What follows belongs to an exercise in optimizing a design on an open flow for small area, a short achievable clock period and few clock cycles per item; a production flow would make more cautious choices.
In this exercise RTL edits were held to simulation tests only and were not proved equivalent to the original.
No activity file was given, so power comes from the tool's default toggle rates.

==> flow/design.v (excerpt) <==
module MUL_radix_4 (
  input clock, reset,
  input flush,
  output in_ready,
  input in_valid,
  input [1:0] in_sign,
  input [31:0] in_a, in_b,
  input out_ready,
  output out_valid,
  output [63:0] out_prod
);
For scale: roughly 3100 cells after synthesis, about 330 flip-flops, ~140 I/O pins, about 0.034 mm^2 of cells after synthesis.
export LEC_CHECK = 0
export CAP_MARGIN = 20
export CORE_MARGIN = 2
export CORE_UTILIZATION = 32
export SETUP_SLACK_MARGIN = 4.45
export SLEW_MARGIN = 20
export SYNTH_HIERARCHICAL = 1
export TNS_END_PERCENT = 10
export BUFFER_PORTS_ARGS = -buffer_cell sky130_fd_sc_hd__buf_2
create_clock -name core_clock -period 8.0 [get_ports {clock}]
standard.sh (not shown) runs the stock make flow with config.mk's settings and CLKGATE_MAP_FILE= SYNTH_SCRIPT=/design/flow/synth_recipe.tcl, a recipe that flattens the netlist after the stock synthesis.
==> flow/flow/run.sh <==
#!/bin/bash
# The standard layout (standard.sh, unchanged synthesis), with the port buffers that
# buffer_ports inserts made plain buf_2 cells instead of its default delay-cell choice.
set -euo pipefail
echo 'export BUFFER_PORTS_ARGS = -buffer_cell sky130_fd_sc_hd__buf_2' >> config.mk
bash standard.sh > standard.log 2>&1
Testbench counts at the start, summed over its fixed seeds: cycles 536, items 512.
Next try:
--- a/flow/config.mk
+++ b/flow/config.mk
@@ -9,5 +9,5 @@
 export CORE_MARGIN = 2
 export CORE_UTILIZATION = 32
-export SETUP_SLACK_MARGIN = 4.45
+export SETUP_SLACK_MARGIN = 4.3
 export SLEW_MARGIN = 20
 export SYNTH_HIERARCHICAL = 1
Outcome: The changed run finished clean. Cell area shrinks by about 1.8%. Routed wire length came out lower by about 3%. Hold slack hardly moves.
Next try:
--- a/flow/config.mk
+++ b/flow/config.mk
@@ -8,5 +8,5 @@
 export CAP_MARGIN = 20
 export CORE_MARGIN = 2
-export CORE_UTILIZATION = 32
+export CORE_UTILIZATION = 40
 export SETUP_SLACK_MARGIN = 4.3
 export SLEW_MARGIN = 20
The changed run completed without violations.
Combinational power is higher by a few percent.
Count of clock-buffer cells in the layout stays the same.
Routed wire length is higher by a few percent.
Setup slack gets worse by 0.046 ns.
Power is higher slightly.
Utilization is higher by 8.4 points.
Clock power is lower by a few percent.
Next try:
--- a/flow/config.mk
+++ b/flow/config.mk
@@ -8,5 +8,5 @@
 export CAP_MARGIN = 20
 export CORE_MARGIN = 2
-export CORE_UTILIZATION = 40
+export CORE_UTILIZATION = 22
 export SETUP_SLACK_MARGIN = 4.3
 export SLEW_MARGIN = 20
Result: The new run ran to the end with no violations; worst hold slack degrades by 0.018 ns; total power stays flat; setup slack gains 0.066 ns; die area came out higher by 81%; global-route usage falls by 13 points; sequential power is higher by about 3%; final area grows by about 3.7%; via count fell by 1.1%; core utilization fell by 19 points.

* * *

## old
Another version of the RTL of MUL_radix_4 (not shown whole).
Size in the first run: roughly 340 flip-flops.
clock: 8.0 ns
lec_check: 0
cap_margin: 20
core_margin: 2
core_utilization: 55
setup_slack_margin: 4.3
slew_margin: 20
synth_hierarchical: 1
tns_end_percent: 10
buffer_ports_args: -buffer_cell sky130_fd_sc_hd__buf_2
Scripts as last shown in full above: flow/flow/run.sh
Having completed the whole flow, old delivered a layout that passed the timing, design-rule and antenna checks.
Testbench counts of old, summed over its fixed seeds: cycles 536, items 512.
Input changes introduced in new (baseline for comparison: old):
- CORE_UTILIZATION changed from 55 to 35
## What came out
- Higher die extent in y among old and new: new
- Between old and new, clock-buffer cell count increased.
- met1 as the layer carrying the most global-route usage was reported by old, and met2 by new.
- From old to new the numbers moved as follows: met1 routing resource usage after global routing lost 20 points; number of fillers in the final layout picked up an extra 86%.
- Going from old to new, maximum resistive drop on vdd went up by about 1.7%; post-layout minimum cycle time went down by 0.045 ns.

* * *

Starting RTL as in the previous note.
// MUL_radix_4
module MUL_radix_4 (
  input clock, reset,
  input flush,
  output in_ready,
  input in_valid,
  input [1:0] in_sign,
  input [31:0] in_a, in_b,
  input out_ready,
  output out_valid,
  output [63:0] out_prod
);
Settings: LEC_CHECK=0, CAP_MARGIN=20, CORE_MARGIN=2, CORE_UTILIZATION=55, SETUP_SLACK_MARGIN=4.3, SLEW_MARGIN=20, SYNTH_HIERARCHICAL=1, TNS_END_PERCENT=10, BUFFER_PORTS_ARGS=-buffer_cell sky130_fd_sc_hd__buf_4; clock period 8.0 ns.
==> flow/flow/run.sh <==
#!/bin/bash
# The standard layout (standard.sh, unchanged synthesis), with the port buffers that
# buffer_ports inserts made plain buf_4 cells instead of its default delay-cell choice.
set -euo pipefail
echo 'export BUFFER_PORTS_ARGS = -buffer_cell sky130_fd_sc_hd__buf_4' >> config.mk
bash standard.sh > standard.log 2>&1
Testbench counts at the start, summed over its fixed seeds: cycles 536, items 512.
Change:
- CORE_UTILIZATION: 55 -> 45
- TNS_END_PERCENT: 10 -> default
Result:
- register-to-register slack gets better by 0.07 ns
- synthesized cell count stays the same
- clock power is higher by a few percent
- die area climbs by about a fifth
- final cell count is higher by a few percent
- global-route usage falls by 5.5 points
- wire length increases by a few percent
- setup slack improved by 0.073 ns
- total power rises by a few percent
- area after synthesis stays the same
- cell area increases by a few percent

* * *

Setup of north:
MUL_radix_4 with an RTL version that a note above also has.
Size: about 3100 cells after synthesis, about 330 flip-flops, roughly 34000 µm² of cells after synthesis.
export LEC_CHECK = 0
export CAP_MARGIN = 20
export CORE_MARGIN = 2
export CORE_UTILIZATION = 27
export SETUP_SLACK_MARGIN = 4.3
export SLEW_MARGIN = 20
export SYNTH_HIERARCHICAL = 1
export TNS_END_PERCENT = 10
export BUFFER_PORTS_ARGS = -buffer_cell sky130_fd_sc_hd__buf_2
create_clock -name core_clock -period 8.0 [get_ports {clock}]
==> flow/flow/run.sh <==
#!/bin/bash
# The standard layout (standard.sh, unchanged synthesis), with the port buffers that
# buffer_ports inserts made plain buf_2 cells instead of its default delay-cell choice.
set -euo pipefail
echo 'export BUFFER_PORTS_ARGS = -buffer_cell sky130_fd_sc_hd__buf_2' >> config.mk
bash standard.sh > standard.log 2>&1
Testbench counts of north, summed over its fixed seeds: cycles 536, items 512.
The following lists how south was set up differently from north:
- changing SETUP_SLACK_MARGIN from 4.3 to 4.2
- changing CORE_UTILIZATION from 27 to 25
--- outcome ---
Delta (south minus north): number of cells in the finished layout apart from fillers went up about 3%, sequential share of layout area level, core utilization has decreased, post-route cell area shows no meaningful change.
A timing endpoint of the critical path of c1[22] is what north shows, while c1[24] belongs to south.
south against north: internal power summed over all cells has increased; total via count after detailed routing saw a decrease; total placed cells including tap cells rose 130; maximum number of pins on one net before global-route repair went down; clock-buffer cell count -4.5%.

==> afterwards: timing with drivers on the ports <==
The results above use ideal ports. As a check the final layouts listed here were re-extracted and re-timed, cells and wires unchanged.
Step 1: set_driving_cell puts a clkbuf_16 on clock and a buf_2 on each other input, an assumption about the parent block.
Step 2 also shifts input and output timing later by t, the mid clock arrival at the registers, as if the neighbouring blocks saw the same clock.
Slacks: ideal ports / drivers / drivers and shift; pairs: ideal ports / drivers.
run	shift t [ns]	setup WS [ns]	latest minus earliest clock arrival (ns)
the first run of note 1	0.649	4.236 / 4.236 / 3.702	0.032 / 0.032
the second run of note 1	0.647	4.262 / 4.262 / 3.686	0.029 / 0.029
the third run of note 1	0.643	4.217 / 4.217 / 3.644	0.039 / 0.040
the fourth run of note 1	0.673	4.283 / 4.259 / 3.586	0.026 / 0.027
old	0.633	4.166 / 4.166 / 3.629	0.023 / 0.023
new	0.657	4.210 / 4.210 / 3.651	0.022 / 0.022
the first run of note 3	0.623	4.129 / 4.129 / 3.639	0.027 / 0.028
the second run of note 3	0.634	4.203 / 4.203 / 3.727	0.045 / 0.044
north	0.651	4.272 / 4.272 / 3.754	0.031 / 0.031
south	0.631	4.201 / 4.201 / 3.740	0.037 / 0.037
After both steps setup and hold are still met in every run listed. For the fourth run of note 1, which loses most, drivers alone change the setup slack by -0.024 ns; drivers and shift together by -0.697 ns.
